What follows belongs to an exercise in optimizing a design on an open flow for small area, a short achievable clock period and few clock cycles; a production flow would make more cautious choices.
At most, simulation tests tie the RTL to the original design; equivalence was not proved.
For runs 2 to 5, only the layout was checked, not whether the RTL still works.
Power and IR drop assume default switching activity.

==> design/flow/config.mk <==
export PLATFORM = sky130hd
export DESIGN_NAME = cpu20
export DESIGN_NICKNAME = cpu20
export VERILOG_FILES = /design/flow/design.v
export SDC_FILE = /design/flow/constraint.sdc
export NUM_CORES = 4
export LEC_CHECK = 0
export CAP_MARGIN = 20
export CORE_MARGIN = 2
export CORE_UTILIZATION = 40
export CTS_CLUSTER_DIAMETER = 100
export CTS_CLUSTER_SIZE = 20
export PLACE_DENSITY = 0.6
export SLEW_MARGIN = 20
export SYNTH_HIERARCHICAL = 1
==> design/flow/design.v <==
module ALU (
    input      [19:0] input1,
    input      [19:0] input2,
    input      [4:0]  op,
    input             ld,
    input      [19:0] loadData,
    output reg [19:0] aluOutput
);
    wire [19:0] sum  = input1 + (op[1] ? ~input2 : input2) + {19'b0, op[1]};
    wire [19:0] shl  = input1 << input2[4:0];
    always @(*) begin
        aluOutput = ({20{op[0] | op[1]}} & sum)
                  | ({20{op[2]}} & (input1 | input2))
                  | ({20{op[3]}} & ~(input1 & input2))
                  | ({20{op[4]}} & shl)
                  | ({20{ld}} & loadData);
    end
endmodule
module RegisterFile (
    input             clock,
    input             writeEnable,
    input      [3:0]  writeRegister,
    input      [19:0] WriteData,
    input      [3:0]  ReadRegister1,
    input      [3:0]  ReadRegister2,
    output     [19:0] ReadData1,
    output     [19:0] ReadData2
);
    reg [19:0] r0, r1, r2, r3, r4, r5, r6, r7,
               r8, r9, r10, r11, r12, r13, r14, r15;
    always @(posedge clock) begin
        if (writeEnable) begin
            case (writeRegister)
                4'd0:  r0  <= WriteData;
                4'd1:  r1  <= WriteData;
                4'd2:  r2  <= WriteData;
                4'd3:  r3  <= WriteData;
                4'd4:  r4  <= WriteData;
                4'd5:  r5  <= WriteData;
                4'd6:  r6  <= WriteData;
                4'd7:  r7  <= WriteData;
                4'd8:  r8  <= WriteData;
                4'd9:  r9  <= WriteData;
                4'd10: r10 <= WriteData;
                4'd11: r11 <= WriteData;
                4'd12: r12 <= WriteData;
                4'd13: r13 <= WriteData;
                4'd14: r14 <= WriteData;
                default: r15 <= WriteData;
            endcase
        end
    end
    wire [319:0] all = {r15, r14, r13, r12, r11, r10, r9, r8,
                        r7, r6, r5, r4, r3, r2, r1, r0};
    RegisterRead port1 (.sel(16'b1 << ReadRegister1), .regs(all), .data(ReadData1));
    RegisterRead port2 (.sel(16'b1 << ReadRegister2), .regs(all), .data(ReadData2));
endmodule
module RegisterRead (
    input      [15:0]  sel,
    input      [319:0] regs,
    output reg [19:0]  data
);
    integer i;
    always @(*) begin
        data = 20'b0;
        for (i = 0; i < 16; i = i + 1)
            data = data | (regs[20*i +: 20] & {20{sel[i]}});
    end
endmodule
module ProgramCounter (
    input             clock,
    input             reset,
    input      [11:0] pcNext,
    output reg [11:0] pcOut
);
    always @(posedge clock or posedge reset) begin
        if (reset)
            pcOut <= 12'b0;
        else
            pcOut <= pcNext;
    end
endmodule
module LateSelect7 (
    input        s,
    input  [6:0] a1,
    input  [6:0] a0,
    output [6:0] y
);
    assign y = s ? a1 : a0;
endmodule
module cpu20 (
    input             clk,
    input             reset,
    output     [11:0] imem_addr,
    input      [19:0] imem_data,
    output     [10:0] dmem_addr,
    output     [19:0] dmem_wdata,
    output reg        dmem_we,
    input      [19:0] dmem_rdata,
    output reg        halted
);
    wire        misp;         
    wire [11:0] pc_f;
    wire [19:0] instr  = imem_data;
    wire [4:0]  opcode = instr[19:15];
    wire f_rtype = (opcode <= 5'd4);
    wire f_itype = (opcode >= 5'd5) && (opcode <= 5'd9);
    wire f_ld    = (opcode == 5'd10);
    wire f_st    = (opcode == 5'd11);
    wire f_jump  = (opcode == 5'd12);
    wire f_br    = (opcode >= 5'd13) && (opcode <= 5'd17);
    wire f_same  = (instr[14:11] == instr[10:7]);
    reg [4:0] f_aluop;
    always @(*) begin
        case (opcode)
            5'd0, 5'd5: f_aluop = 5'b00001;
            5'd1, 5'd8: f_aluop = 5'b00010;
            5'd2, 5'd6: f_aluop = 5'b00100;
            5'd3, 5'd7: f_aluop = 5'b01000;
            5'd4, 5'd9: f_aluop = 5'b10000;
            default:    f_aluop = 5'b00000;
        endcase
    end
    reg [2:0] f_cond;
    always @(*) begin
        case (opcode)
            5'd13:   f_cond = 3'b001;    
            5'd14:   f_cond = 3'b010;    
            5'd15:   f_cond = 3'b100;    
            5'd16:   f_cond = 3'b011;    
            5'd17:   f_cond = 3'b101;    
            default: f_cond = 3'b000;
        endcase
    end
    wire f_pred  = f_br & (f_same ? f_cond[0] : instr[6]);
    wire [2:0] f_mcond = f_pred ? ~f_cond : f_cond;
    wire [3:0] f_rs1 = (f_st | f_br) ? instr[14:11] : instr[10:7];
    wire [3:0] f_rs2 = (f_st | f_br) ? instr[10:7]  : instr[6:3];
    wire       f_halt = f_jump && (instr[10:0] == pc_f[10:0]) && !pc_f[11];
    wire [6:0]  f_lo;
    wire        f_c7;
    Add7 tlo (.a(pc_f[6:0]), .b(instr[6:0]), .sum(f_lo), .cout(f_c7));
    wire [11:0] pc_inc   = pc_f + 12'd1;
    wire [4:0]  f_hi     = pc_f[11:7];
    wire [4:0]  f_hi_inc = f_hi + 5'd1;
    wire [4:0]  f_hi_dec = f_hi - 5'd1;
    wire        f_neg    = instr[6];
    wire [11:0] pc_other = misp   ? x_alt :
                           f_jump ? {1'b0, instr[10:0]} : pc_inc;
    wire        use_tgt;
    PredictSelect psel (.misp(misp), .same(f_same), .pred_same(f_br & f_cond[0]),
                        .pred_diff(f_br & instr[6]), .sel(use_tgt));
    wire [4:0]  hi_c1    = f_neg ? f_hi : f_hi_inc;
    wire [4:0]  hi_c0    = f_neg ? f_hi_dec : f_hi;
    wire [11:0] pc_next;
    LateSelect7 sel_lo (.s(use_tgt), .a1(f_lo), .a0(pc_other[6:0]), .y(pc_next[6:0]));
    FinalSelectHi sel_hi (.sel(use_tgt), .c(f_c7), .t1(hi_c1), .t0(hi_c0),
                          .o(pc_other[11:7]), .y(pc_next[11:7]));
    reg [3:0]  r_rs1, r_rs2, r_rd;
    reg [6:0]  r_imm;
    reg        r_useimm, r_ld, r_ldst, r_pred;
    reg [4:0]  r_aluop;
    reg        r_wen, r_st, r_halt;      
    reg [2:0]  r_mcond;
    always @(posedge clk or posedge reset) begin
        if (reset) begin
            r_wen   <= 1'b0;
            r_st    <= 1'b0;
            r_halt  <= 1'b0;
            r_mcond <= 3'b000;
        end else begin
            r_wen   <= (f_rtype | f_itype | f_ld) & ~misp;
            r_st    <= f_st & ~misp;
            r_halt  <= f_halt & ~misp;
            r_mcond <= f_mcond & {3{~misp}};
        end
    end
    always @(posedge clk) begin
        r_rs1    <= f_rs1;
        r_rs2    <= f_rs2;
        r_rd     <= instr[14:11];
        r_imm    <= instr[6:0];
        r_useimm <= f_itype | f_ld | f_st;
        r_ldst   <= f_ld | f_st;
        r_ld     <= f_ld;
        r_pred   <= f_pred;
        r_aluop  <= f_aluop;
    end
    wire [19:0] rdata1, rdata2;
    reg  [19:0] x_a, x_b;
    reg  [3:0]  x_rd;
    reg  [4:0]  x_aluop;
    reg         x_ld;
    reg         x_wen;
    reg  [2:0]  x_mcond;
    reg  [11:0] x_alt;
    wire [19:0] x_res;
    wire        fwd1 = x_wen && (x_rd == r_rs1);
    wire        fwd2 = x_wen && (x_rd == r_rs2);
    wire [19:0] r_imm20 = {{13{r_imm[6]}}, r_imm};
    wire [19:0] r_immval = r_ldst ? {9'b0, (r_st ? r_rs2 : r_rs1), r_imm} : r_imm20;
    wire [7:0]  r_k   = {r_imm[6], r_imm} - 8'd1;
    wire [7:0]  r_kx  = r_k ^ {8{r_pred}};
    wire [11:0] r_alt = pc_f + {{4{r_kx[7]}}, r_kx} + {11'b0, r_pred};
    always @(posedge clk or posedge reset) begin
        if (reset) begin
            x_wen   <= 1'b0;
            x_mcond <= 3'b000;
            dmem_we <= 1'b0;
            halted  <= 1'b0;
        end else begin
            x_wen   <= r_wen & ~misp;
            x_mcond <= r_mcond & {3{~misp}};
            dmem_we <= r_st & ~misp;
            if ((r_halt | (f_halt & ~r_st & (r_mcond == 3'b000))) & ~misp)
                halted <= 1'b1;
        end
    end
    always @(posedge clk) begin
        x_a       <= fwd1 ? x_res : rdata1;
        x_b       <= r_useimm ? r_immval : (fwd2 ? x_res : rdata2);
        x_rd      <= r_rd;
        x_aluop   <= r_aluop;
        x_ld      <= r_ld;
        x_alt     <= r_alt;
    end
    wire [19:0] alu_out;
    ALU alu (
        .input1(x_a),
        .input2(x_b),
        .op(x_aluop),
        .ld(x_ld),
        .loadData(dmem_rdata),
        .aluOutput(alu_out)
    );
    assign x_res = alu_out;      
    RegisterFile rf (
        .clock(clk),
        .writeEnable(x_wen),
        .writeRegister(x_rd),
        .WriteData(x_res),
        .ReadRegister1(r_rs1),
        .ReadRegister2(r_rs2),
        .ReadData1(rdata1),
        .ReadData2(rdata2)
    );
    wire equal, lower;
    Compare20 cmp (.a(x_a), .b(x_b), .eq(equal), .lt(lower));
    wire greater = ~equal & ~lower;
    assign misp  = (x_mcond[0] & equal) | (x_mcond[1] & lower) | (x_mcond[2] & greater);
    ProgramCounter pcu (
        .clock(clk),
        .reset(reset),
        .pcNext(pc_next),
        .pcOut(pc_f)
    );
    assign imem_addr  = pc_f;
    assign dmem_wdata = x_a;
    assign dmem_addr  = x_b[10:0];
endmodule
module Compare20 (
    input  [19:0] a,
    input  [19:0] b,
    output        eq,
    output        lt
);
    wire [31:0] l0, e0;
    genvar i;
    generate
        for (i = 0; i < 32; i = i + 1) begin : bits
            if (i < 19) begin : mag
                assign l0[i] = ~a[i] & b[i];
                assign e0[i] = ~(a[i] ^ b[i]);
            end else if (i == 19) begin : sign
                assign l0[i] = a[i] & ~b[i];
                assign e0[i] = ~(a[i] ^ b[i]);
            end else begin : pad
                assign l0[i] = 1'b0;
                assign e0[i] = 1'b1;
            end
        end
    endgenerate
    wire [15:0] l1, e1;
    wire [7:0]  l2, e2;
    wire [3:0]  l3, e3;
    wire [1:0]  l4, e4;
    generate
        for (i = 0; i < 16; i = i + 1) begin : m1
            assign l1[i] = l0[2*i+1] | (e0[2*i+1] & l0[2*i]);
            assign e1[i] = e0[2*i+1] & e0[2*i];
        end
        for (i = 0; i < 8; i = i + 1) begin : m2
            assign l2[i] = l1[2*i+1] | (e1[2*i+1] & l1[2*i]);
            assign e2[i] = e1[2*i+1] & e1[2*i];
        end
        for (i = 0; i < 4; i = i + 1) begin : m3
            assign l3[i] = l2[2*i+1] | (e2[2*i+1] & l2[2*i]);
            assign e3[i] = e2[2*i+1] & e2[2*i];
        end
        for (i = 0; i < 2; i = i + 1) begin : m4
            assign l4[i] = l3[2*i+1] | (e3[2*i+1] & l3[2*i]);
            assign e4[i] = e3[2*i+1] & e3[2*i];
        end
    endgenerate
    assign lt = l4[1] | (e4[1] & l4[0]);
    assign eq = e4[1] & e4[0];
endmodule
module Add7 (
    input  [6:0] a,
    input  [6:0] b,
    output [6:0] sum,
    output       cout
);
    assign {cout, sum} = {1'b0, a} + {1'b0, b};
endmodule
module PredictSelect (
    input  misp,
    input  same,
    input  pred_same,
    input  pred_diff,
    output sel
);
    assign sel = ~misp & (same ? pred_same : pred_diff);
endmodule
module FinalSelectHi (
    input        sel,
    input        c,
    input  [4:0] t1,
    input  [4:0] t0,
    input  [4:0] o,
    output [4:0] y
);
    assign y = sel ? (c ? t1 : t0) : o;
endmodule
==> design/flow/standard.sh <==
#!/bin/bash
# synth_recipe.tcl (not shown) runs the flow's synth.tcl, then flattens the netlist and writes it again
# the make line also repeats each setting of config.mk as NAME=value (left out here)
make -C /OpenROAD-flow-scripts/flow DESIGN_CONFIG=/design/flow/config.mk WORK_HOME=/design/flow/orfs CLKGATE_MAP_FILE= SYNTH_SCRIPT=/design/flow/synth_recipe.tcl "${@:-finish}"
==> design/flow/constraint.sdc <==
create_clock -name core_clock -period 10.0 [get_ports {clk}]
set_input_delay 2.0000 -clock core_clock [delete_from_list [all_inputs] [get_ports {clk}]]
set_output_delay 2.0000 -clock core_clock [all_outputs]
set_load 0.01 [all_outputs]
==> design/flow/flow/margin.txt <==
6.8
==> design/flow/flow/run.sh <==
#!/bin/bash
# Standard synthesis, then the standard layout with repair_timing aiming for
# extra setup slack (a tighter internal target than the 10 ns clock), sizing
# not limited to same-footprint cells, and port buffers of a fixed type.
set -euo pipefail
MARGIN=$(cat flow/margin.txt)
bash standard.sh synth > synth.log 2>&1
bash standard.sh SETUP_SLACK_MARGIN=$MARGIN MATCH_CELL_FOOTPRINT=0 \
  "BUFFER_PORTS_ARGS=-buffer_cell sky130_fd_sc_hd__buf_4" finish > layout.log 2>&1
==> impl_results.md, run 1 <==
- CP Class: reg -> out
- Count leader, synth: edfxtp_1
- Sequential share of the synthesized area: 53.47%
- Complex-gate fraction of the synthesized area: roughly a fifth
- Max-cap viol count: 0
- CTS root buf: clkbuf_16
- Peak supply drop: 146.3 uV
- Cell variety after synth: 86
- DR iter-0 viols: 1977
- Vias: 17340
- Die height: 241.0 um
- Post-synth EDFFs: 320
- Clock Pin Slew Worst Setup and Hold Paths: 90 ps
- Initial antenna violation count: 1
- Post-synthesis mux area share: 5.647%
- I/O Buffers: 86
- Site Rows: 86
- GRT Overall Usage: 25.47%
- Routed met1 length: 30.93 mm
- WL met3: a little over 7 mm
- Final setup skew: about 32 ps
- Synth Instances: around 1900
- Synth top cells by count: 320 x edfxtp_1, 165 x a221oi_1, 160 x a22o_1
- Mapped cell area: 22470 um2
- Storage element area: 12120 um2
- Met2 routed WL: 34.79 mm
- Clk sinks: 434
- Layout Nets: 2048
- H-tree levels: 1
- Fin. Hold Viols: 0
- Pwr/cell area: ~210 nW/um2
- Crit-path max FO: 2
- Total wire length: approximately 76 mm
- Initial Util: between 40% and 50%
- Area of the multi-input gates: 9872 um2
- Vias in the first global route: roughly 17000
- Cell accounting for the most synthesized area: edfxtp_1
- Status: no timing/DRC/antenna violations
- Syn nets: 1970
- Max Used Layer: met4
- Total CTS buffers: 25
- Warnings, synthesis: 11
- Worst-Margin Slew: 1076 ps
- Lkg Pwr: just under 9 nW
- CP Launch Type: register
- Placed Instances: 2624
- Synth top area share: 42.77%
- Antenna-violating nets left: 0
- Number of diodes: 0
- Critical Path AT: about 1200 ps
- Synth-to-layout area growth: 13.11%
- Grt ovf: 0
- Largest net degree at the start of global routing: 39
- Avg Inst Size Synth: 12.06 um2
- Minimum clock period: about 3200 ps
- Vias/cell: between 6 and 7
- Clk buf depth: 3
- First-pass GRT wire length: roughly 110 mm
- Ratio of cells with drive above 1 in the final layout: between 10% and 20%
- Overall power: 5.364 mW
- Fill cell count: 5098
- CTS tree: yes
- Full die area: roughly 58000 um2
- Wire per inst: 28.06 um
- DP Wirelength: 46.88 mm
- Core Box Area: approximately 55000 um2
- Synth Area in Simple Gates: 9.101%
- Max Slew Vio Count: 0
- Synth Register Bits: 434
- Die width: 241.0 um
- Boundary pin count: 87
- Routability Congestion: 0.9231
- DRC viols: 0
- Endpoint class of the critical path: primary output
- Worst path required time: 8000 ps
- Synth Area in Adders: 3.720%
- Final Cycle Share: 31.85%
- Util after Layout: 45.94%
- Xor/xnor share of the synthesized area: 3.704%
- Synth top area cells: edfxtp_1 43%, dfxtp_1 8.0%, a221oi_1 6.4%
- Ys async rst share: 5.530%
- Clock latency (worst-skew pair): roughly 600 ps
- Slew HR: 27.97%
- FMAX: 314.0 MHz
- Non-Filler Instances: around 2700
- RSZ-0062 raised after global routing: true
- Total Neg Setup Slack: 0 ps
- Finish-stage setup viols: 0
- Worst Hold Class: reg -> reg
- Main synth FF type: edfxtp_1
- Main combinational cell family by area after synthesis: compound AO/OA/AOI/OAI gates
- Total iterations of the first detailed-routing run: 8
-- cells by family after synthesis --
kind of cell               count (synthesis)
adders and majority gates                 65
and+or+nand+nor                          408
muxes                                    112
xor gates and xnor gates                  95
DFF                                      434
AOI/OAI and AO/OA                        570
buffers and inverters                    179
-- Yosys stat by module (local to each module, per instance) --
module / cell area (um2) / times used / flops+latches
LateSelect7: 116.4 / 1 / 0
Add7: 286.5 / 1 / 0
FinalSelectHi: 110.1 / 1 / 0
RegisterFile: 9932 / 1 / 320
Compare20: 495.5 / 1 / 0
PredictSelect: 13.76 / 1 / 0
ALU: 2723 / 1 / 0
RegisterRead: 1799 / 2 / 0
ProgramCounter: 304.0 / 1 / 12
cpu20: 4886 / 1 / 102
-- layout by cell type, fill, tap and decap left out, drive strengths merged, types with 8 or more instances in the layout --
cell    count
edfxtp    320
buf       179
a221oi    169
a22o      160
nand2     103
nor2       94
dfxtp      90
a21oi      79
o21ai      66
ha         62
mux2i      57
inv        52
mux2       51
nand4      49
xnor2      48
nor3       48
xor2       47
clkbuf     44
nand3      24
dfrtp      24
nand2b     19
nor4       12
and2       11
nor2b      11
o211ai     10
and3        9
a21o        9
nand3b      8
-- cell type report --
class / count / share of cell area [%]
inverter: 50 / 0.7583
sequential: 434 / 47.69
clock inverter: 3 / 0.2117
tap: 748 / 3.683
clock buffer: 43 / 2.728
timing repair buffer: 180 / 6.076
multi-input combinational: 1250 / 38.85
-- critical path, stage by stage (launching register included) --
cell     delay (ps)
dfxtp_4         360
buf_12          120
buf_8           120
-- power by group --
part           switching [mW]  internal (mW)  total, mW
logic                    1.13          0.816       1.94
registers               0.158           2.15       2.31
clock network           0.605          0.505       1.11
total                    1.89           3.47       5.36
-- metrics by stage --
| step | setup slack (ps) | hold WS, ps | instance area, um2 |
|---|---|---|---|
| 6_report | 6815 | 324.0 | 25410 |
| 5_1_grt | 6715 | 337.2 | 25410 |
| 4_1_cts | 6802 | 327.8 | 25090 |
| 3_5_place_dp | 6062 | 312.1 | 23870 |
| 3_3_place_gp | 6056 | 312.0 | 23860 |
| 2_1_floorplan | 6547 | 309.6 | 22520 |
-- path summary, 6_finish.rpt --
kind                                     end  slack, ps  startpoint  depth (start not counted)
worst max register to register     rf.r6[17]       6870  x_aluop[1]                         11
worst min-delay path                 x_rd[3]        320     r_rd[3]                          0
min in group asynchronous             r_halt       1440       reset                          2
worst max-delay path            dmem_addr[0]       6820      x_b[0]                          2
max in group asynchronous       pcu.pcOut[1]       8190       reset                          2
worst min register to register       x_rd[3]        320     r_rd[3]                          0
-- layer usage --
| metal | GRT usage [%] | vias to the layer above |
|---|---|---|
| li1 | - | 7566 |
| met4 | 9.484 | 0 |
| met1 | 34.77 | 8715 |
| met5 | 0 | - |
| met2 | 40.53 | 892 |
| met3 | 4.506 | 165 |
-- timing repair --
item | CTS | global route
hold buffers | 0 | 0
pin swaps | 3 | 17
gates cloned | 1 | 1
resized for setup | 85 | 41
setup endpoints to repair | 259 | 102
buffers inserted | 25 | 11
Testbench counts, summed over its fixed seeds: cycles 76,271.
==> inputs of run 2 (changes only) <==
--- a/design/flow/design.v
+++ b/design/flow/design.v
@@ -198,6 +198,7 @@
     wire        fwd1 = x_wen && (x_rd == r_rs1);
     wire        fwd2 = x_wen && (x_rd == r_rs2);
     wire [19:0] r_imm20 = {{13{r_imm[6]}}, r_imm};
+    wire [19:0] a_next = fwd1 ? x_res : rdata1;
     wire [19:0] r_immval = r_ldst ? {9'b0, (r_st ? r_rs2 : r_rs1), r_imm} : r_imm20;
     wire [7:0]  r_k   = {r_imm[6], r_imm} - 8'd1;
     wire [7:0]  r_kx  = r_k ^ {8{r_pred}};
@@ -217,7 +218,7 @@
         end
     end
     always @(posedge clk) begin
-        x_a       <= fwd1 ? x_res : rdata1;
+        x_a       <= a_next;
         x_b       <= r_useimm ? r_immval : (fwd2 ? x_res : rdata2);
         x_rd      <= r_rd;
         x_aluop   <= r_aluop;
@@ -254,9 +255,11 @@
         .pcNext(pc_next),
         .pcOut(pc_f)
     );
-    assign imem_addr  = pc_f;
-    assign dmem_wdata = x_a;
-    assign dmem_addr  = x_b[10:0];
+    OutputRegisters outregs (
+        .clock(clk), .reset(reset),
+        .pcNext(pc_next), .storeNext(a_next), .addrNext(r_immval[10:0]),
+        .imemAddr(imem_addr), .dmemWdata(dmem_wdata), .dmemAddr(dmem_addr)
+    );
 endmodule
 module Compare20 (
     input  [19:0] a,
@@ -332,3 +335,24 @@
 );
     assign y = sel ? (c ? t1 : t0) : o;
 endmodule
+module OutputRegisters (
+    input             clock,
+    input             reset,
+    input      [11:0] pcNext,
+    input      [19:0] storeNext,
+    input      [10:0] addrNext,
+    output reg [11:0] imemAddr,
+    output reg [19:0] dmemWdata,
+    output reg [10:0] dmemAddr
+);
+    always @(posedge clock or posedge reset) begin
+        if (reset)
+            imemAddr <= 12'b0;
+        else
+            imemAddr <= pcNext;
+    end
+    always @(posedge clock) begin
+        dmemWdata <= storeNext;
+        dmemAddr  <= addrNext;
+    end
+endmodule
==> design/flow/flow/margin.txt (replaced) <==
7.0
==> run 2 against run 1 <==
Effect of this change:
- maximum frequency up 1.2%
- core utilization rose by 1.7 points
- cell count increased by 3.5%
- global-route usage down 0.54 points
- sequential power up 13%
- hold slack gained 6.8 ps
- combinational power increased by 6%
- critical path depth fell by 1
- wire length is 1.6% higher
- synthesized cell count is 1.4% higher
- highest routed layer unchanged
- sequential share of layout area decreased by 0.26 points
- register-to-register slack improved by 130 ps
- still clean on timing, DRC and antenna
==> impl_results.md, run 2 <==
- Internal power: 3.793 mW (+9.2%)
- Peak supply drop: 176.4 uV (+21%)
- Placed Instances: 2684 (+2.3%)
- Layout Nets: 2127 (+3.9%)
- Slew HR: 34.54% (+6.6 points)
- Avg Inst Size Synth: 12.34 um2 (+2.3%)
- Clk buf depth: 3 (unchanged)
- Initial antenna violation count: 2 (+1)
- Synth Instances: 1890 (+1.4%)
- Ratio of cells with drive above 1 in the final layout: 24.96% (+5.2 points)
- Vias/cell: 6.366 (-0.58%)
- Crit-path max FO: 2 (unchanged)
- Non-Filler Instances: 2804 (+3.5%)
- Ys async rst share: 7.547% (+2.0 points)
- Synth top area cells: edfxtp_1 41%, dfxtp_1 10%, a221oi_1 6.2%
- Max Used Layer: met4
- Synth top cells by count: 320 x edfxtp_1, 165 x a221oi_1, 160 x a22o_1
- DR iter-0 viols: 1889 (-4.5%)
- Pre-CTS setup slack: 6021 ps (-41.03 ps)
- WL met3: 5.768 mm (-18%)
- Wire per inst: 27.53 um (-1.9%)
- Critical path's top delay family: flip-flops
- Antenna-violating nets left: 0 (unchanged)
- Synth Register Bits: 477 (+9.9%)
- First-pass GRT wire length: 112.7 mm (+3.8%)
- Fin. Hold Viols: 0 (unchanged)
- Total wire length: 77.19 mm (+1.6%)
- Lkg Pwr: 9.745 nW (+9.2%)
- Cell accounting for the most synthesized area: edfxtp_1
- Slowest stage delay, CP: 420 ps (+60 ps)
- Final Cycle Share: 31.46% (-0.39 points)
- Share of power burned in registers: 44.9% (+1.8 points)
- Vias: 17850 (+2.9%)
- Final setup skew: 16.89 ps (-15.12 ps)
- CTS root buf: clkbuf_16
- Synth-to-layout area growth: 17.92%
- Clock latency (worst-skew pair): 590 ps (about the same)
- Status: no timing/DRC/antenna violations
- Sequential share of the synthesized area: 55.46% (+2.0 points)
- Overall power: 5.819 mW (+8.5%)
- DRC viols: 0 (unchanged)
- Total Neg Setup Slack: 0 ps (unchanged)
- Grt ovf: 0 (unchanged)
- Post-route setup slack: 6854 ps (+38.55 ps)
- CTS tree: yes
- Fill cell count: 5167 (+1.4%)
- Core Box Area: 57700 um2 (+4.3%)
- Synth top area share: 41.21% (-1.6 points)
- Site Rows: 88 (+2.3%)
- GRT Overall Usage: 24.93% (-0.54 points)
- I/O Buffers: 86 (unchanged)
- Worst Hold Class: reg -> reg
- Max-cap viol count: 0 (unchanged)
- H-tree levels: 1 (unchanged)
- CP Launch Type: register
- Routed met1 length: 33.23 mm (+7.4%)
- Clk sinks: 477 (+9.9%)
- Comb pwr share: 35.3% (-0.9 points)
- Worst-Margin Slew: 980.5 ps (-95.98 ps)
- Most frequent cells in the layout: 320 x edfxtp_1, 160 x a221oi_1, 160 x a22o_1
- FMAX: 317.8 MHz (+1.2%)
- Syn nets: 1997 (+1.4%)
- Crit-path slowest cell: dfrtp_1
- Boundary pin count: 87 (unchanged)
- Pwr/cell area: 211.6 nW/um2 (+0.26%)
- Routability Congestion: 0.9605 (+4.1%)
- Full die area: 60240 um2 (+3.7%)
- Critical Path AT: 1150 ps (-30 ps)
- NetSw: 2.026 mW (+7.2%)
- Warnings, synthesis: 12 (+1)
- Endpoint class of the critical path: primary output
- Total iterations of the first detailed-routing run: 5 (-3)
- Largest net degree at the start of global routing: 39 (unchanged)
- Die height: 245.4 um (+1.9%)
- Worst path required time: 8000 ps (about the same)
- Minimum clock period: 3146 ps (-38.55 ps)
- Crit-path cells: buf_6
- Count leader, synth: edfxtp_1
- Cell variety after synth: 86 (unchanged)
- Total CTS buffers: 27 (+8.0%)
- Post-synth EDFFs: 320 (unchanged)
- Die width: 245.4 um (+1.9%)
- DP Wirelength: 49.97 mm (+6.6%)
- CP Class: reg -> out
- Clock Power Share: 19.8% (-0.9 points)
- Clock Pin Slew Worst Setup and Hold Paths: 80 ps (about the same)
- CP Buf/Inv Count: 1 (-1)
- Main synth FF type: edfxtp_1
- Number of diodes: 0 (unchanged)
- Vias in the first global route: 17330 (+4.5%)
- Max Slew Vio Count: 0 (unchanged)
- Finish-stage setup viols: 0 (unchanged)
- Mapped cell area: 23320 um2 (+3.8%)
- Met2 routed WL: 35.35 mm (+1.6%)
- RSZ-0062 raised after global routing: true
- Sw frac: 34.82% (-0.43 points)
- Commonest non-fill, non-tap cell in the layout: edfxtp_1
- Initial Util: 40.42% (-0.20 points)
==> run 2: changes by cell type after synthesis, moves of 3 or more <==
cell | before | now
dfxtp_1 | 90 | 121
o21ai_1 | 31 | 34
mux2_1 | 8 | 14
buf_4 | 15 | 4
mux2_2 | 34 | 29
clkbuf_1 | 53 | 50
dfrtp_1 | 24 | 36
==> run 2: final cells by class <==
| class | instances | area, um2 | area share, % |
|---|---|---|---|
| Sequential cell | 477 | 13040 | 47.43 |
| Clock inverter | 1 | 5.005 | 0.01820 |
| Timing Repair inverter | 2 | 12.51 | 0.04550 |
| Clock buffer | 47 | 750.7 | 2.730 |
| Multi-Input combinational cell | 1250 | 10460 | 38.04 |
| Tap cell | 765 | 957.2 | 3.481 |
| Timing Repair Buffer | 215 | 2090 | 7.599 |
| Inverter | 47 | 180.2 | 0.6553 |
==> run 2: metal layers <==
metal	GRT usage (%)	vias up
li1	-	7758
met1	35.55	9055
met2	39.96	891
met3	2.663	145
met4	7.683	0
met5	0	-
==> run 2: path summary, 6_finish.rpt <==
kind                       startpoint                    end  slack, ps  cells after the start
hold / removal             r_aluop[3]             x_aluop[3]        330                      0
hold reg to reg            r_aluop[3]             x_aluop[3]        330                      0
setup reg to reg           x_aluop[1]  outregs.dmemWdata[14]       7000                     13
setup / recovery               halted                 halted       6850                      1
max in group asynchronous       reset          pcu.pcOut[11]       8130                      2
min in group asynchronous       reset                  r_wen       1460                      2
==> run 2: through the flow <==
step                instance area, um2  util [%]  hold WS, ps
floorplan                        23630         -        309.5
global placement                 25020     43.36        311.2
detailed placement               25020     43.36        312.1
CTS                              26830     46.50        332.0
global route                     27500     47.66        335.4
finish                           27500     47.66        330.8
==> run 2: timing repair <==
item                                    in CTS  in global routing
hold buffers                                 0                  0
buffers inserted                            35                 33
pin swaps                                   25                 29
gates resized for setup                    172                 83
gates cloned                                 3                  1
endpoints found under the setup margin     364                164
==> run 2: power by group through the flow <==
stage,sequential (mW),combinational [mW],clock [mW]
4_1_cts,2.61,1.88,1.16
3_3_place_gp,2.64,1.65,0
5_1_grt,2.63,2.21,1.23
6_report,2.61,2.06,1.15
2_1_floorplan,2.54,1.20,0
3_5_place_dp,2.64,1.68,0
==> run 2: per-module statistics from Yosys, one instance, submodules excluded <==
| module | copies in the design | cell area (um2) | cells |
|---|---|---|---|
| ALU | 1 | 2723 | 404 |
| OutputRegisters | 1 | 924.6 | 44 |
| RegisterRead | 2 | 1799 | 212 |
| PredictSelect | 1 | 13.76 | 2 |
| FinalSelectHi | 1 | 110.1 | 17 |
| Add7 | 1 | 286.5 | 37 |
| Compare20 | 1 | 495.5 | 70 |
| RegisterFile | 1 | 9932 | 387 |
| LateSelect7 | 1 | 116.4 | 8 |
| cpu20 | 1 | 4815 | 484 |
| ProgramCounter | 1 | 304.0 | 13 |
==> run 2: kinds of logic after synthesis <==
| group | share of synthesized area [%] |
|---|---|
| AND/OR/NAND/NOR | 8.923 |
| multiplexers | 5.403 |
| flip-flops | 55.46 |
| XOR/XNOR | 3.568 |
| AO/OA/AOI/OAI | 18.99 |
| adder cells (fa/ha/maj) | 3.584 |
| buffers and inverters | 4.073 |
==> inputs of run 3 (changes only) <==
==> design/flow/flow/margin.txt (replaced) <==
6.8
==> run 3 against run 2 <==
Effect of this change:
- critical endpoint is now outregs.imemAddr[4]
- sequential power down 2%
- highest routed layer is now met5
- design area is 4.2% lower
- hold slack lost 8.4 ps
- synthesized cell count unchanged
==> impl_results.md, run 3 <==
- Status: no timing/DRC/antenna violations
- Clock Power Share: 21.5% (+1.7 points)
- Clock latency (worst-skew pair): 620 ps (+30 ps)
- Synth top cells by count: 320 x edfxtp_1, 165 x a221oi_1, 160 x a22o_1
- Sw frac: 34.45% (-0.37 points)
- Synth top area share: 41.21% (unchanged)
- Routability Congestion: 0.9339 (-2.8%)
- Critical Path Sink: outregs.imemAddr[4]
- Worst path required time: 10480 ps (+2480 ps)
- Ys async rst share: 7.547% (unchanged)
- Total wire length: 76.89 mm (-0.38%)
- Core Box Area: 57700 um2 (unchanged)
- Vias in the first global route: 17100 (-1.4%)
- Cell accounting for the most synthesized area: edfxtp_1
- Worst-Margin Slew: 1016 ps (+35.44 ps)
- HP Start: r_rd[2]
- Vias/cell: 6.344 (-0.34%)
- Synth Instances: 1890 (unchanged)
- Final setup skew: 37.39 ps (+20.50 ps)
- Launching point of the worst reg2reg path: x_aluop[1]
- Die height: 245.4 um (unchanged)
- RSZ-0062 raised after global routing: false
- Critical Path AT: 3630 ps (+2480 ps)
- Initial Util: 40.42% (unchanged)
- DR iter-0 viols: 1964 (+4.0%)
- Share of power burned in registers: 46.0% (+1.1 points)
- Grt ovf: 0 (unchanged)
- Boundary pin count: 87 (unchanged)
- DRC viols: 0 (unchanged)
- Worst reg2reg endpoint: x_a[13]
- Antenna-violating nets left: 0 (unchanged)
- Largest net degree at the start of global routing: 39 (unchanged)
- First-pass GRT wire length: 111.7 mm (-0.84%)
- Main synth FF type: edfxtp_1
- Clock Pin Slew Worst Setup and Hold Paths: 90 ps (about the same)
- Total Neg Setup Slack: 0 ps (unchanged)
- Sequential share of the synthesized area: 55.46% (unchanged)
- Placed Instances: 2679 (-0.19%)
- Synth top area cells: edfxtp_1 41%, dfxtp_1 10%, a221oi_1 6.2%
- Site Rows: 88 (unchanged)
- Crit-path max FO: 14 (+12)
- DP Wirelength: 48.41 mm (-3.1%)
- Avg Inst Size Synth: 12.34 um2 (unchanged)
- CTS tree: yes
- Count leader, synth: edfxtp_1
- Cell variety after synth: 86 (unchanged)
- Wire per inst: 27.83 um (+1.1%)
- Worst Hold Class: reg -> reg
- Total iterations of the first detailed-routing run: 6 (+1)
- Layout Nets: 2081 (-2.2%)
- Initial antenna violation count: 4 (+2)
- H-tree levels: 1 (unchanged)
- GRT Overall Usage: 24.91% (-0.028 points)
- Clk sinks: 477 (unchanged)
- Worst Setup SP: imem_data[19]
- I/O Buffers: 86 (unchanged)
- Synth Register Bits: 477 (unchanged)
- Post-synth EDFFs: 320 (unchanged)
- Pwr/cell area: 212.2 nW/um2 (+0.26%)
- CTS root buf: clkbuf_16
- Placed inst area: 24860 um2 (-0.61%)
- Commonest non-fill, non-tap cell in the layout: edfxtp_1
- Flop2flop setup slack: 6900 ps (-100 ps)
- Final Instance Area: 26340 um2 (-4.2%)
- Lkg Pwr: 9.321 nW (-4.4%)
- Clk buf depth: 3 (unchanged)
- Internal power: 3.665 mW (-3.4%)
- Synth-to-layout area growth: 12.97%
- NetSw: 1.926 mW (-5.0%)
- Comb pwr share: 32.5% (-2.8 points)
- Die width: 245.4 um (unchanged)
- Finish-stage setup viols: 0 (unchanged)
- Mapped cell area: 23320 um2 (unchanged)
- Syn nets: 1997 (unchanged)
- Total CTS buffers: 28 (+3.7%)
- Minimum clock period: 3157 ps (+10.81 ps)
- Peak supply drop: 185.1 uV (+4.9%)
- Final Cycle Share: 31.57% (+0.11 points)
- Max-cap viol count: 0 (unchanged)
- Overall power: 5.590 mW (-3.9%)
- Most frequent cells in the layout: 320 x edfxtp_1, 165 x a221oi_1, 160 x a22o_1
- Non-Filler Instances: 2763 (-1.5%)
- Ratio of cells with drive above 1 in the final layout: 17.99% (-7.0 points)
- Fin. Hold Viols: 0 (unchanged)
- FF-to-FF path depth: 11 (-2)
- Warnings, synthesis: 12 (unchanged)
- CP Class: in -> reg
- Vias: 17530 (-1.8%)
- Full die area: 60240 um2 (unchanged)
- Max Slew Vio Count: 0 (unchanged)
- FMAX: 316.7 MHz (-0.34%)
- Endpoint class of the critical path: register
- Slew HR: 32.11% (-2.4 points)
- CP Launch Type: primary input
- Util after Layout: 45.66% (-2.0 points)
[run 3: worst min-delay path by stage]
stage	endpoint	slack, ps	cells past startpoint
2_1_floorplan	x_aluop[0]	310	0
3_3_place_gp	x_aluop[3]	310	0
3_5_place_dp	x_aluop[2]	310	0
4_1_cts	x_rd[2]	330	0
5_1_grt	x_rd[2]	330	0
6_report	x_rd[2]	320	0
[run 3: final cells by class]
cell class	count	area, um2
Clock buffer	48	775.7
Inverter	47	180.2
Timing Repair Buffer	169	1433
Tap cell	765	957.2
Clock inverter	4	46.29
Sequential cell	477	12970
Timing Repair inverter	1	7.507
Antenna cell	2	5.005
Fill cell	5290	31350
Multi-Input combinational cell	1250	9971
[run 3: cells by family after synthesis]
logic type                 after synthesis  synth area share [%]
muxes                                  111                 5.403
and+or+nand+nor                        409                 8.923
xor gates and xnor gates                95                 3.568
AOI/OAI and AO/OA                      570                 18.99
DFF                                    477                 55.46
adders and majority gates               65                 3.584
buffers and inverters                  163                 4.073
[run 3: routing by layer]
metal	wire, um	vias to the layer above	track usage (%)	share of wire, %
met2	34720	948	39.17	45
li1	-	7668	-	-
met1	31980	8743	34.55	42
met5	27	-	0	0.035
met3	7333	166	4.409	9.5
met4	2831	4	8.824	3.7
[run 3: repair_timing]
| action | in CTS | in global routing |
|---|---|---|
| endpoints found under the setup margin | 297 | 157 |
| gates resized for setup | 34 | 44 |
| gates cloned | 2 | 2 |
| pin swaps | 8 | 10 |
| buffers inserted | 15 | 11 |
| hold buffers | 0 | 0 |
[run 3: power by group through the flow]
stage | Clock [mW] | Sequential, mW | Combinational (mW)
4_1_cts | 1.21 | 2.57 | 1.75
3_3_place_gp | 0 | 2.61 | 1.63
2_1_floorplan | 0 | 2.54 | 1.17
5_1_grt | 1.29 | 2.59 | 1.97
3_5_place_dp | 0 | 2.61 | 1.66
6_report | 1.20 | 2.57 | 1.82
[run 3: Yosys stat by module, one instance, submodules excluded, excerpt]
module | flops+latches | area, um2 | cells inside
Compare20 | 0 | 495.5 | 70
LateSelect7 | 0 | 116.4 | 8
ALU | 0 | 2723 | 404
ProgramCounter | 12 | 304.0 | 13
RegisterFile | 320 | 9932 | 387
cpu20 | 102 | 4815 | 484
FinalSelectHi | 0 | 110.1 | 17
Add7 | 0 | 286.5 | 37
RegisterRead | 0 | 1799 | 212
[run 3: through the flow]
step	hold WS, ps	worst slack (ps)
floorplan	309.6	6592
global placement	312.0	5586
detailed placement	312.1	5503
CTS	326.3	6795
global route	328.2	6767
finish	322.4	6843
[run 3: worst max-delay path, cell delays in order]
cell and delay [ps]:
buf_4 190, or3b_1 380, a21oi_2 230, mux2i_2 130, nor2_4 220, clkbuf_16 190, mux2_4 300
==> inputs of run 4 (changes only) <==
--- a/design/flow/design.v
+++ b/design/flow/design.v
@@ -2,8 +2,6 @@
     input      [19:0] input1,
     input      [19:0] input2,
     input      [4:0]  op,
-    input             ld,
-    input      [19:0] loadData,
     output reg [19:0] aluOutput
 );
     wire [19:0] sum  = input1 + (op[1] ? ~input2 : input2) + {19'b0, op[1]};
@@ -12,8 +10,7 @@
         aluOutput = ({20{op[0] | op[1]}} & sum)
                   | ({20{op[2]}} & (input1 | input2))
                   | ({20{op[3]}} & ~(input1 & input2))
-                  | ({20{op[4]}} & shl)
-                  | ({20{ld}} & loadData);
+                  | ({20{op[4]}} & shl);
     end
 endmodule
 module RegisterFile (
@@ -198,11 +195,9 @@
     wire        fwd1 = x_wen && (x_rd == r_rs1);
     wire        fwd2 = x_wen && (x_rd == r_rs2);
     wire [19:0] r_imm20 = {{13{r_imm[6]}}, r_imm};
-    wire [19:0] a_next = fwd1 ? x_res : rdata1;
     wire [19:0] r_immval = r_ldst ? {9'b0, (r_st ? r_rs2 : r_rs1), r_imm} : r_imm20;
-    wire [7:0]  r_k   = {r_imm[6], r_imm} - 8'd1;
-    wire [7:0]  r_kx  = r_k ^ {8{r_pred}};
-    wire [11:0] r_alt = pc_f + {{4{r_kx[7]}}, r_kx} + {11'b0, r_pred};
+    wire [11:0] r_alt = r_pred ? pc_f - r_imm20[11:0] + 12'd1
+                               : pc_f + r_imm20[11:0] - 12'd1;
     always @(posedge clk or posedge reset) begin
         if (reset) begin
             x_wen   <= 1'b0;
@@ -213,13 +208,13 @@
             x_wen   <= r_wen & ~misp;
             x_mcond <= r_mcond & {3{~misp}};
             dmem_we <= r_st & ~misp;
-            if ((r_halt | (f_halt & ~r_st & (r_mcond == 3'b000))) & ~misp)
+            if (r_halt & ~misp)
                 halted <= 1'b1;
         end
     end
     always @(posedge clk) begin
         x_a       <= a_next;
-        x_b       <= r_useimm ? r_immval : (fwd2 ? x_res : rdata2);
+        x_b       <= b_next;
         x_rd      <= r_rd;
         x_aluop   <= r_aluop;
         x_ld      <= r_ld;
@@ -230,11 +225,21 @@
         .input1(x_a),
         .input2(x_b),
         .op(x_aluop),
-        .ld(x_ld),
-        .loadData(dmem_rdata),
         .aluOutput(alu_out)
     );
-    assign x_res = alu_out;      
+    assign x_res = x_ld ? dmem_rdata : alu_out;
+    wire        a_alu = fwd1 & ~x_ld;
+    wire        a_ldd = fwd1 &  x_ld;
+    wire        a_rf  = ~fwd1;
+    wire        b_imm = r_useimm;
+    wire        b_alu = ~r_useimm & fwd2 & ~x_ld;
+    wire        b_ldd = ~r_useimm & fwd2 &  x_ld;
+    wire        b_rf  = ~r_useimm & ~fwd2;
+    wire [19:0] a_next, b_next;
+    OperandSelect3 osa (.s_alu(a_alu), .s_ld(a_ldd), .s_rf(a_rf),
+                        .alu(alu_out), .ld(dmem_rdata), .rf(rdata1), .y(a_next));
+    OperandSelect osb (.s_alu(b_alu), .s_ld(b_ldd), .s_rf(b_rf), .s_imm(b_imm),
+                       .alu(alu_out), .ld(dmem_rdata), .rf(rdata2), .imm(r_immval), .y(b_next));
     RegisterFile rf (
         .clock(clk),
         .writeEnable(x_wen),
@@ -255,11 +260,9 @@
         .pcNext(pc_next),
         .pcOut(pc_f)
     );
-    OutputRegisters outregs (
-        .clock(clk), .reset(reset),
-        .pcNext(pc_next), .storeNext(a_next), .addrNext(r_immval[10:0]),
-        .imemAddr(imem_addr), .dmemWdata(dmem_wdata), .dmemAddr(dmem_addr)
-    );
+    assign imem_addr  = pc_f;
+    assign dmem_wdata = x_a;
+    assign dmem_addr  = x_b[10:0];
 endmodule
 module Compare20 (
     input  [19:0] a,
@@ -335,24 +338,27 @@
 );
     assign y = sel ? (c ? t1 : t0) : o;
 endmodule
-module OutputRegisters (
-    input             clock,
-    input             reset,
-    input      [11:0] pcNext,
-    input      [19:0] storeNext,
-    input      [10:0] addrNext,
-    output reg [11:0] imemAddr,
-    output reg [19:0] dmemWdata,
-    output reg [10:0] dmemAddr
+module OperandSelect (
+    input         s_alu,
+    input         s_ld,
+    input         s_rf,
+    input         s_imm,
+    input  [19:0] alu,
+    input  [19:0] ld,
+    input  [19:0] rf,
+    input  [19:0] imm,
+    output [19:0] y
+);
+    assign y = ({20{s_alu}} & alu) | ({20{s_ld}} & ld) | ({20{s_rf}} & rf) | ({20{s_imm}} & imm);
+endmodule
+module OperandSelect3 (
+    input         s_alu,
+    input         s_ld,
+    input         s_rf,
+    input  [19:0] alu,
+    input  [19:0] ld,
+    input  [19:0] rf,
+    output [19:0] y
 );
-    always @(posedge clock or posedge reset) begin
-        if (reset)
-            imemAddr <= 12'b0;
-        else
-            imemAddr <= pcNext;
-    end
-    always @(posedge clock) begin
-        dmemWdata <= storeNext;
-        dmemAddr  <= addrNext;
-    end
+    assign y = ({20{s_alu}} & alu) | ({20{s_ld}} & ld) | ({20{s_rf}} & rf);
 endmodule
==> design/flow/flow/margin.txt (replaced) <==
6.7
--- a/design/flow/config.mk
+++ b/design/flow/config.mk
@@ -8,8 +8,6 @@
 export CAP_MARGIN = 20
 export CORE_MARGIN = 2
 export CORE_UTILIZATION = 40
-export CTS_CLUSTER_DIAMETER = 100
-export CTS_CLUSTER_SIZE = 20
 export PLACE_DENSITY = 0.6
 export SLEW_MARGIN = 20
 export SYNTH_HIERARCHICAL = 1
==> run 4 against run 3 <==
Effect of this change:
- synthesized area rose by 0.47%
- first-iteration DRC count rose by 13%
- highest routed layer is now met4
- die area rose by 0.46%
- cell count rose by 4.1%
- critical endpoint is now dmem_wdata[18]
- hold slack improved by 2.9 ps
- maximum frequency fell by 3.5%
- sequential cell count fell by 43
- total power rose by 14%
- register-to-register slack got worse by 130 ps
- core utilization rose by 0.91 points
- clock skew fell by 12 ps
==> impl_results.md, run 4 <==
- Core Box Area: 57810 um2 (+0.19%)
- Number of diodes: 0 (-2)
- Most frequent cells in the layout: 320 x edfxtp_1, 160 x a22o_1, 159 x a221oi_1
- Crit-path slowest cell: dfxtp_1
- Full die area: 60520 um2 (+0.46%)
- Warnings, synthesis: 11 (-1)
- Vias in the first global route: 17760 (+3.9%)
- Mapped cell area: 23430 um2 (+0.47%)
- Fill cell count: 5229 (-1.2%)
- Synth top cells by count: 320 x edfxtp_1, 160 x a221oi_1, 160 x a22o_1
- Lkg Pwr: 9.977 nW (+7.0%)
- Max Slew Vio Count: 0 (unchanged)
- Count leader, synth: edfxtp_1
- Routability Congestion: 0.9304 (-0.37%)
- Pre-CTS setup slack: 5897 ps (+393.1 ps)
- GRT Overall Usage: 25.83% (+0.93 points)
- Total wire length: 80.16 mm (+4.2%)
- Grt peak-use layer: met2
- Boundary pin count: 87 (unchanged)
- Ratio of cells with drive above 1 in the final layout: 19.43% (+1.4 points)
- Layout Nets: 2207 (+6.1%)
- Final Cycle Share: 32.73% (+1.2 points)
- H-tree levels: 2 (+1)
- Synth Instances: 2002 (+5.9%)
- Worst path required time: 8000 ps (-2480 ps)
- Total iterations of the first detailed-routing run: 7 (+1)
- DP Wirelength: 52.78 mm (+9.0%)
- Grt met1 use: 33.02% (-1.5 points)
- Storage element area: 12060 um2 (-7.0%)
- Ys async rst share: 5.530% (-2.0 points)
- Largest net degree at the start of global routing: 39 (unchanged)
- Fin. Hold Viols: 0 (unchanged)
- Peak supply drop: 145.4 uV (-21%)
- Clock Pin Slew Worst Setup and Hold Paths: 60 ps (-30 ps)
- Hold WS: 325.3 ps (+2.910 ps)
- Antenna-violating nets left: 0 (unchanged)
- Synth-to-layout area growth: 14.91%
- Total CTS buffers: 46 (+64%)
- Post-route setup slack: 6727 ps (-116.1 ps)
- Avg Inst Size Synth: 11.70 um2 (-5.2%)
- Slowest stage delay, CP: 510 ps (+130 ps)
- Max-cap viol count: 0 (unchanged)
- Met3 Use GR: 5.327% (+0.92 points)
- Area of the multi-input gates: 10600 um2 (+6.3%)
- GRT met2 Usage: 42.38% (+3.2 points)
- Cell accounting for the most synthesized area: edfxtp_1
- Crit-path max FO: 7 (-7)
- Worst-Margin Slew: 1175 ps (+159.0 ps)
- Commonest non-fill, non-tap cell in the layout: edfxtp_1
- Hold path cells: 0 (unchanged)
- Slew HR: 21.38% (-11 points)
- Final setup skew: 25.85 ps (-11.54 ps)
- Site Rows: 88 (unchanged)
- Pwr/cell area: 237.7 nW/um2 (+12%)
- Die height: 246.0 um (+0.23%)
- Finish-stage setup viols: 0 (unchanged)
- Grt ovf: 0 (unchanged)
- CTS root buf: clkbuf_16
- RSZ-0062 raised after global routing: true
- Synth top area cells: edfxtp_1 41%, dfxtp_1 7.7%, a221oi_1 6.0%
- Flop2flop setup slack: 6770 ps (-130 ps)
- Worst Hold Class: reg -> reg
- CP Buf/Inv Count: 1 (-1)
- Sequential share of the synthesized area: 51.27% (-4.2 points)
- FMAX: 305.5 MHz (-3.5%)
- Minimum clock period: 3273 ps (+116.1 ps)
- CP Launch Type: register
- Synth Register Bits: 434 (-9.0%)
- Launching point of the worst reg2reg path: x_aluop[1]
- Worst Hold End: x_rd[3]
- Syn nets: 2136 (+7.0%)
- DR iter-0 viols: 2225 (+13%)
- Main synth FF type: edfxtp_1
- Initial Util: 40.53% (+0.11 points)
- Clk buf depth: 3 (unchanged)
- Vias/cell: 6.376 (+0.51%)
- Worst reg2reg endpoint: rf.r4[16]
- First-pass GRT wire length: 115.2 mm (+3.1%)
- DRC viols: 0 (unchanged)
- FF-to-FF path depth: 10 (-1)
- Die width: 246.0 um (+0.23%)
- Initial antenna violation count: 1 (-3)
- Synth top area share: 41.02% (-0.19 points)
- CTS tree: yes
- I/O Buffers: 86 (unchanged)
- Critical Path AT: 1270 ps (-2360 ps)
- HP Start: r_rd[3]
- Total Neg Setup Slack: 0 ps (unchanged)
- CP Class: reg -> out
- Post-synth EDFFs: 320 (unchanged)
- Critical path's top delay family: flip-flops
- Clock latency (worst-skew pair): 590 ps (-30 ps)
- Status: no timing/DRC/antenna violations
- Crit-path cells: buf_4
- Wire per inst: 27.88 um (+0.19%)
- Endpoint class of the critical path: primary output
- Cell variety after synth: 82 (-4.7%)
- Vias: 18330 (+4.6%)
- Clk sinks: 434 (-9.0%)
- Overall power: 6.398 mW (+14%)
run 4: layout make-up:
type,count,area share (%)
multi-input cells,1330,39.37
inverters,105,1.492
repair buffers,156,4.759
well taps,765,3.556
clock buffers,59,4.676
clock inverters,26,1.334
flip-flops and latches,434,44.81
run 4: worst register-to-register path, stage by stage, from the launching register on:
cell      delay, ps
dfxtp_4         400
buf_12          160
xor2_2          190
ha_1            320
a21oi_1         200
a21oi_1         130
o211a_2         330
o211ai_1        300
a211oi_1        120
a211o_2         400
mux2_4          370
run 4: worst max path at each step:
stage,startpoint,to,slack (ps),cells past startpoint
after floorplan,imem_data[0],pcu.pcOut[6],6600,8
after global placement,x_b[1],pcu.pcOut[6],6010,12
after detailed placement,x_b[1],pcu.pcOut[6],5900,12
after CTS,x_aluop[1],rf.r4[15],6700,10
after global routing,x_b[0],rf.r15[19],6700,9
final,x_a[18],dmem_wdata[18],6730,1
run 4: kinds of logic after synthesis:
| group | share of synthesized area, % |
|---|---|
| xor+xnor | 3.851 |
| compound gates | 21.02 |
| flops | 51.27 |
| buf+inv | 5.672 |
| fa+ha+maj | 5.181 |
| mux | 4.556 |
| simple gates | 8.454 |
run 4: layer usage:
metal | wire [um] | part of all wire (%)
met2 | 37190 | 46
met5 | 0 | 0
met4 | 3747 | 4.7
met3 | 7628 | 9.5
met1 | 31590 | 39
run 4: through the flow:
step | cells | area [um2] | utilization [%]
2_1_floorplan | 2002 | 23480 | -
3_3_place_gp | 2766 | 24730 | 42.78
3_5_place_dp | 2766 | 24730 | 42.78
4_1_cts | 2866 | 26680 | 46.15
5_1_grt | 2875 | 26920 | 46.57
6_report | 2875 | 26920 | 46.57
run 4: per-module statistics from Yosys (local to each module, per instance):
| module | cells | flip-flops and latches | times used | area [um2] |
|---|---|---|---|---|
| Compare20 | 70 | 0 | 1 | 495.5 |
| LateSelect7 | 8 | 0 | 1 | 116.4 |
| cpu20 | 542 | 102 | 1 | 5196 |
| PredictSelect | 2 | 0 | 1 | 13.76 |
| Add7 | 37 | 0 | 1 | 286.5 |
| ALU | 388 | 0 | 1 | 2610 |
| OperandSelect | 68 | 0 | 1 | 450.4 |
| ProgramCounter | 13 | 12 | 1 | 304.0 |
| FinalSelectHi | 17 | 0 | 1 | 110.1 |
| OperandSelect3 | 46 | 0 | 1 | 314.1 |
| RegisterRead | 212 | 0 | 2 | 1799 |
| RegisterFile | 387 | 320 | 1 | 9932 |
run 4: timing repair:
action,in CTS,in global routing
pin swaps,4,6
buffers inserted,9,6
setup endpoints to repair,223,197
gates resized for setup,61,37
cloned,6,2
hold buffers,0,0
run 4: power by group:
part / switching [mW] / internal (mW) / total [mW]
registers: 0.179 / 2.15 / 2.33
logic: 1.29 / 0.930 / 2.22
clock network: 0.724 / 1.12 / 1.85
==> inputs of run 5 (changes only) <==
--- a/design/flow/design.v
+++ b/design/flow/design.v
@@ -67,24 +67,23 @@
 module ProgramCounter (
     input             clock,
     input             reset,
-    input      [11:0] pcNext,
+    input             mispredict,
+    input      [11:0] recoverAddress,
+    input             redirect,
+    input      [11:0] redirectAddress,
     output reg [11:0] pcOut
 );
     always @(posedge clock or posedge reset) begin
         if (reset)
             pcOut <= 12'b0;
+        else if (mispredict)
+            pcOut <= recoverAddress;
+        else if (redirect)
+            pcOut <= redirectAddress;
         else
-            pcOut <= pcNext;
+            pcOut <= pcOut + 12'd1;
     end
 endmodule
-module LateSelect7 (
-    input        s,
-    input  [6:0] a1,
-    input  [6:0] a0,
-    output [6:0] y
-);
-    assign y = s ? a1 : a0;
-endmodule
 module cpu20 (
     input             clk,
     input             reset,
@@ -134,25 +133,8 @@
     wire [3:0] f_rs1 = (f_st | f_br) ? instr[14:11] : instr[10:7];
     wire [3:0] f_rs2 = (f_st | f_br) ? instr[10:7]  : instr[6:3];
     wire       f_halt = f_jump && (instr[10:0] == pc_f[10:0]) && !pc_f[11];
-    wire [6:0]  f_lo;
-    wire        f_c7;
-    Add7 tlo (.a(pc_f[6:0]), .b(instr[6:0]), .sum(f_lo), .cout(f_c7));
-    wire [11:0] pc_inc   = pc_f + 12'd1;
-    wire [4:0]  f_hi     = pc_f[11:7];
-    wire [4:0]  f_hi_inc = f_hi + 5'd1;
-    wire [4:0]  f_hi_dec = f_hi - 5'd1;
-    wire        f_neg    = instr[6];
-    wire [11:0] pc_other = misp   ? x_alt :
-                           f_jump ? {1'b0, instr[10:0]} : pc_inc;
-    wire        use_tgt;
-    PredictSelect psel (.misp(misp), .same(f_same), .pred_same(f_br & f_cond[0]),
-                        .pred_diff(f_br & instr[6]), .sel(use_tgt));
-    wire [4:0]  hi_c1    = f_neg ? f_hi : f_hi_inc;
-    wire [4:0]  hi_c0    = f_neg ? f_hi_dec : f_hi;
-    wire [11:0] pc_next;
-    LateSelect7 sel_lo (.s(use_tgt), .a1(f_lo), .a0(pc_other[6:0]), .y(pc_next[6:0]));
-    FinalSelectHi sel_hi (.sel(use_tgt), .c(f_c7), .t1(hi_c1), .t0(hi_c0),
-                          .o(pc_other[11:7]), .y(pc_next[11:7]));
+    wire [11:0] f_imm12 = {{5{instr[6]}}, instr[6:0]};
+    wire [11:0] redirect_address = f_jump ? {1'b0, instr[10:0]} : pc_f + f_imm12;
     reg [3:0]  r_rs1, r_rs2, r_rd;
     reg [6:0]  r_imm;
     reg        r_useimm, r_ld, r_ldst, r_pred;
@@ -213,8 +195,8 @@
         end
     end
     always @(posedge clk) begin
-        x_a       <= a_next;
-        x_b       <= b_next;
+        x_a       <= fwd1 ? x_res : rdata1;
+        x_b       <= r_useimm ? r_immval : (fwd2 ? x_res : rdata2);
         x_rd      <= r_rd;
         x_aluop   <= r_aluop;
         x_ld      <= r_ld;
@@ -228,18 +210,6 @@
         .aluOutput(alu_out)
     );
     assign x_res = x_ld ? dmem_rdata : alu_out;
-    wire        a_alu = fwd1 & ~x_ld;
-    wire        a_ldd = fwd1 &  x_ld;
-    wire        a_rf  = ~fwd1;
-    wire        b_imm = r_useimm;
-    wire        b_alu = ~r_useimm & fwd2 & ~x_ld;
-    wire        b_ldd = ~r_useimm & fwd2 &  x_ld;
-    wire        b_rf  = ~r_useimm & ~fwd2;
-    wire [19:0] a_next, b_next;
-    OperandSelect3 osa (.s_alu(a_alu), .s_ld(a_ldd), .s_rf(a_rf),
-                        .alu(alu_out), .ld(dmem_rdata), .rf(rdata1), .y(a_next));
-    OperandSelect osb (.s_alu(b_alu), .s_ld(b_ldd), .s_rf(b_rf), .s_imm(b_imm),
-                       .alu(alu_out), .ld(dmem_rdata), .rf(rdata2), .imm(r_immval), .y(b_next));
     RegisterFile rf (
         .clock(clk),
         .writeEnable(x_wen),
@@ -257,7 +227,10 @@
     ProgramCounter pcu (
         .clock(clk),
         .reset(reset),
-        .pcNext(pc_next),
+        .mispredict(misp),
+        .recoverAddress(x_alt),
+        .redirect(f_jump | f_pred),
+        .redirectAddress(redirect_address),
         .pcOut(pc_f)
     );
     assign imem_addr  = pc_f;
@@ -311,54 +284,3 @@
     assign lt = l4[1] | (e4[1] & l4[0]);
     assign eq = e4[1] & e4[0];
 endmodule
-module Add7 (
-    input  [6:0] a,
-    input  [6:0] b,
-    output [6:0] sum,
-    output       cout
-);
-    assign {cout, sum} = {1'b0, a} + {1'b0, b};
-endmodule
-module PredictSelect (
-    input  misp,
-    input  same,
-    input  pred_same,
-    input  pred_diff,
-    output sel
-);
-    assign sel = ~misp & (same ? pred_same : pred_diff);
-endmodule
-module FinalSelectHi (
-    input        sel,
-    input        c,
-    input  [4:0] t1,
-    input  [4:0] t0,
-    input  [4:0] o,
-    output [4:0] y
-);
-    assign y = sel ? (c ? t1 : t0) : o;
-endmodule
-module OperandSelect (
-    input         s_alu,
-    input         s_ld,
-    input         s_rf,
-    input         s_imm,
-    input  [19:0] alu,
-    input  [19:0] ld,
-    input  [19:0] rf,
-    input  [19:0] imm,
-    output [19:0] y
-);
-    assign y = ({20{s_alu}} & alu) | ({20{s_ld}} & ld) | ({20{s_rf}} & rf) | ({20{s_imm}} & imm);
-endmodule
-module OperandSelect3 (
-    input         s_alu,
-    input         s_ld,
-    input         s_rf,
-    input  [19:0] alu,
-    input  [19:0] ld,
-    input  [19:0] rf,
-    output [19:0] y
-);
-    assign y = ({20{s_alu}} & alu) | ({20{s_ld}} & ld) | ({20{s_rf}} & rf);
-endmodule
==> run 5 against run 4 <==
Effect of this change:
- highest routed layer unchanged
- still clean
- wire length fell by 1.6%
- sequential power rose by 2%
- synthesized cell count fell by 1.6%
- critical path type is now in -> reg
- design area fell by 0.78%
- largest cell class unchanged
- cell count fell by 0.70%
==> impl_results.md, run 5 <==
- Clk sinks: 434 (unchanged)
- Synth top area cells: edfxtp_1 41%, dfxtp_1 7.7%, a221oi_1 6.1%
- Overall power: 6.210 mW (-2.9%)
- Total CTS buffers: 47 (+2.2%)
- Clk buf depth: 3 (unchanged)
- Syn nets: 2105 (-1.5%)
- Initial Util: 40.39% (-0.14 points)
- Routability Congestion: 0.8808 (-5.3%)
- Antenna-violating nets left: 0 (unchanged)
- Avg Inst Size Synth: 11.81 um2 (+0.93%)
- DRC viols: 0 (unchanged)
- Crit-path max FO: 3 (-4)
- Peak supply drop: 166.4 uV (+14%)
- Largest net degree at the start of global routing: 39 (unchanged)
- Core Box Area: 57590 um2 (-0.38%)
- Vias/cell: 6.377 (about the same)
- Cell variety after synth: 86 (+4.9%)
- Sw frac: 34.99% (+0.68 points)
- Initial antenna violation count: 1 (unchanged)
- Commonest non-fill, non-tap cell in the layout: edfxtp_1
- Total wire length: 78.88 mm (-1.6%)
- Clock latency (worst-skew pair): 590 ps (about the same)
- Most frequent CP cell: o21ai_2
- Main synth FF type: edfxtp_1
- CTS tree: yes
- GRT Overall Usage: 25.57% (-0.26 points)
- DP Wirelength: 50.41 mm (-4.5%)
- Finish-stage setup viols: 0 (unchanged)
- Fin. Hold Viols: 0 (unchanged)
- Crit-path slowest cell: fa_2
- Share of power burned in registers: 38.2% (+1.8 points)
- Wire per inst: 27.63 um (-0.91%)
- Synth Register Bits: 434 (unchanged)
- Total iterations of the first detailed-routing run: 6 (-1)
- Util after Layout: 46.38% (-0.19 points)
- Vias in the first global route: 17500 (-1.4%)
- Slew HR: 23.71% (+2.3 points)
- Ratio of cells with drive above 1 in the final layout: 20.74% (+1.3 points)
- H-tree levels: 2 (unchanged)
- Boundary pin count: 87 (unchanged)
- Internal power: 4.037 mW (-3.9%)
- Die width: 245.1 um (-0.36%)
- Hold WS: 330.9 ps (+5.584 ps)
- Die height: 245.1 um (-0.36%)
- Worst path required time: 10500 ps (+2500 ps)
- Max-cap viol count: 0 (unchanged)
- Vias: 18210 (-0.69%)
- Endpoint class of the critical path: register
- Synth-to-layout area growth: 14.85% (about the same)
- Grt ovf: 0 (unchanged)
- Full die area: 60080 um2 (-0.72%)
- Site Rows: 88 (unchanged)
- Mapped cell area: 23260 um2 (-0.73%)
- RSZ-0062 raised after global routing: true
- Final Cycle Share: 33.97% (+1.2 points)
- Hold-fix buffers at CTS: 0 (unchanged)
- Max Slew Vio Count: 0 (unchanged)
- CP Class: in -> reg
- Post-synth EDFFs: 320 (unchanged)
- Crit-path cells: buf_8, ha_4, inv_2, fa_2, nor2b_2, o21ai_2, a21boi_2, o21ai_2, a211oi_2, nor3_1, o31ai_1, nand2_1, o221ai_1
- Slowest stage delay, CP: 350 ps (-160 ps)
- Total Neg Setup Slack: 0 ps (unchanged)
- Minimum clock period: 3397 ps (+123.4 ps)
- Cell accounting for the most synthesized area: edfxtp_1
- Critical Path AT: 3900 ps (+2630 ps)
- Worst Hold Class: reg -> reg
- Sequential share of the synthesized area: 51.65% (+0.38 points)
- Lkg Pwr: 9.835 nW (-1.4%)
- Warnings, synthesis: 11 (unchanged)
- Pre-CTS setup slack: 5680 ps (-217.0 ps)
- DR iter-0 viols: 2227 (+0.090%)
- NetSw: 2.173 mW (-1.0%)
- CTS root buf: clkbuf_16
- Status: no timing/DRC/antenna violations
- Ys async rst share: 5.530% (unchanged)
- Clock Pin Slew Worst Setup and Hold Paths: 60 ps (about the same)
- Worst-Margin Slew: 1138 ps (-36.74 ps)
- Most frequent cells in the layout: 320 x edfxtp_1, 160 x a221oi_1, 160 x a22o_1
- Synth top area share: 41.32% (+0.30 points)
- Final setup skew: 29.32 ps (+3.464 ps)
- Synth Instances: 1969 (-1.6%)
- Comb pwr share: 34.7% (about the same)
- Layout Nets: 2188 (-0.86%)
- Clock Power Share: 27.1% (-1.8 points)
- I/O Buffers: 86 (unchanged)
- First-pass GRT wire length: 113.8 mm (-1.3%)
- CP Launch Type: primary input
- FMAX: 294.4 MHz (-3.6%)
- Pwr/cell area: 232.5 nW/um2 (-2.2%)
- Synth top cells by count: 320 x edfxtp_1, 161 x a221oi_1, 160 x a22o_1
- Count leader, synth: edfxtp_1
- Post-route setup slack: 6603 ps (-123.4 ps)
-- run 5: cell type report --
cell class	count	area, um2
repair buffers	158	1304
clock buffers	61	1264
multi-input cells	1320	10550
well taps	765	957.2
inverters	91	345.3
clock inverters	24	205.2
diodes	2	5.005
fillers	5275	30880
flip-flops and latches	434	12080
-- run 5: path summary, 6_finish.rpt --
| path | start | endpoint | slack [ps] | cells after the start |
|---|---|---|---|---|
| max | imem_data[0] | pcu.pcOut[10] | 6600 | 13 |
| min | r_rd[3] | x_rd[3] | 330 | 0 |
| max reg2reg | x_aluop[1] | rf.r14[15] | 6800 | 11 |
| min reg2reg | r_rd[3] | x_rd[3] | 330 | 0 |
| max in group asynchronous | reset | x_mcond[1] | 8090 | 2 |
| min in group asynchronous | reset | pcu.pcOut[3] | 1450 | 2 |
-- run 5: cells by family after synthesis --
group                      share of synthesized area, %
adders and majority gates                         5.326
AOI/OAI and AO/OA                                 20.30
muxes                                             5.574
xor gates and xnor gates                          3.276
buffers and inverters                             5.041
and+or+nand+nor                                   8.829
DFF                                               51.65
-- run 5: layer usage --
metal | vias to the layer above | global-route usage (%) | part of all wire (%) | wire [um]
met5 | - | 0 | 0 | 0
met4 | 0 | 8.429 | 3.2 | 2537
met3 | 164 | 5.511 | 10 | 7914
met2 | 1028 | 39.32 | 44 | 35090
met1 | 9067 | 35.75 | 42 | 33340
li1 | 7946 | - | - | -
-- run 5: power groups by stage --
stage	clock network (mW)	logic, mW	registers (mW)
3_3_place_gp	0	1.96	2.41
4_1_cts	1.70	2.07	2.37
2_1_floorplan	0	1.46	2.31
6_report	1.68	2.15	2.37
5_1_grt	1.77	2.35	2.38
3_5_place_dp	0	1.99	2.41
-- run 5: critical path: cells and delay by family --
family / cells / cell delay (ps)
adder cells (fa/ha/maj): 2 / 470
buffers and inverters: 2 / 110
AND/OR/NAND/NOR: 3 / 300
AO/OA/AOI/OAI: 6 / 1010
-- run 5: metrics by stage --
stage               area [um2]  instances
detailed placement       24700       2741
global route             26700       2853
CTS                      26460       2840
floorplan                23400       1969
global placement         24690       2741
finish                   26710       2855
-- run 5: what timing repair did --
action / 4_1_cts / 5_1_grt
gates cloned: 1 / 1
buffers inserted: 13 / 12
setup endpoints to repair: 253 / 82
gates resized for setup: 62 / 33
pin swaps: 7 / 15
hold endpoints to repair: 0 / 0
-- run 5: Yosys stat by module, one instance, submodules excluded --
module | flops+latches | area (um2)
RegisterRead | 0 | 1799
RegisterFile | 320 | 9932
cpu20 | 102 | 5882
Compare20 | 0 | 495.5
ALU | 0 | 2610
ProgramCounter | 12 | 738.2

==> static timing again, ports no longer ideal <==
In the flow no input, the clock included, has a driving cell. The finished layouts below were timed again as built, in two steps. Step 1 (the two cells are an assumption about what drives the block):
set clk [get_ports {clk}]
set_driving_cell -lib_cell sky130_fd_sc_hd__clkbuf_16 $clk
set_driving_cell -lib_cell sky130_fd_sc_hd__buf_2 [delete_from_list [all_inputs] $clk]
Step 2 moves the port delays by t, midway between the first and last clock arrival at a register: inputs arrive t later, outputs are due t later. That takes back most of the time a late clock gives input paths. Slacks: no drivers / after step 1 / after step 2; pairs: no drivers / after step 1.
run | t (ns) | setup slack, ns | hold slack, ns | worst setup path at the end
run 1 | 0.642 | 6.815 / 6.757 / 6.220 | 0.324 / 0.324 / 0.324 | input to register
run 2 | 0.638 | 6.854 / 6.796 / 6.311 | 0.331 / 0.331 / 0.331 | input to register
run 3 | 0.655 | 6.843 / 6.788 / 6.208 | 0.322 / 0.322 / 0.322 | input to register
run 4 | 0.636 | 6.727 / 6.667 / 6.258 | 0.325 / 0.325 / 0.325 | input to register
run 5 | 0.635 | 6.603 / 6.566 / 5.931 | 0.331 / 0.331 / 0.331 | input to register
After both steps every run listed still meets setup and hold. For run 5, which loses most, drivers alone change the setup slack by -0.037 ns; drivers and shift together by -0.672 ns.
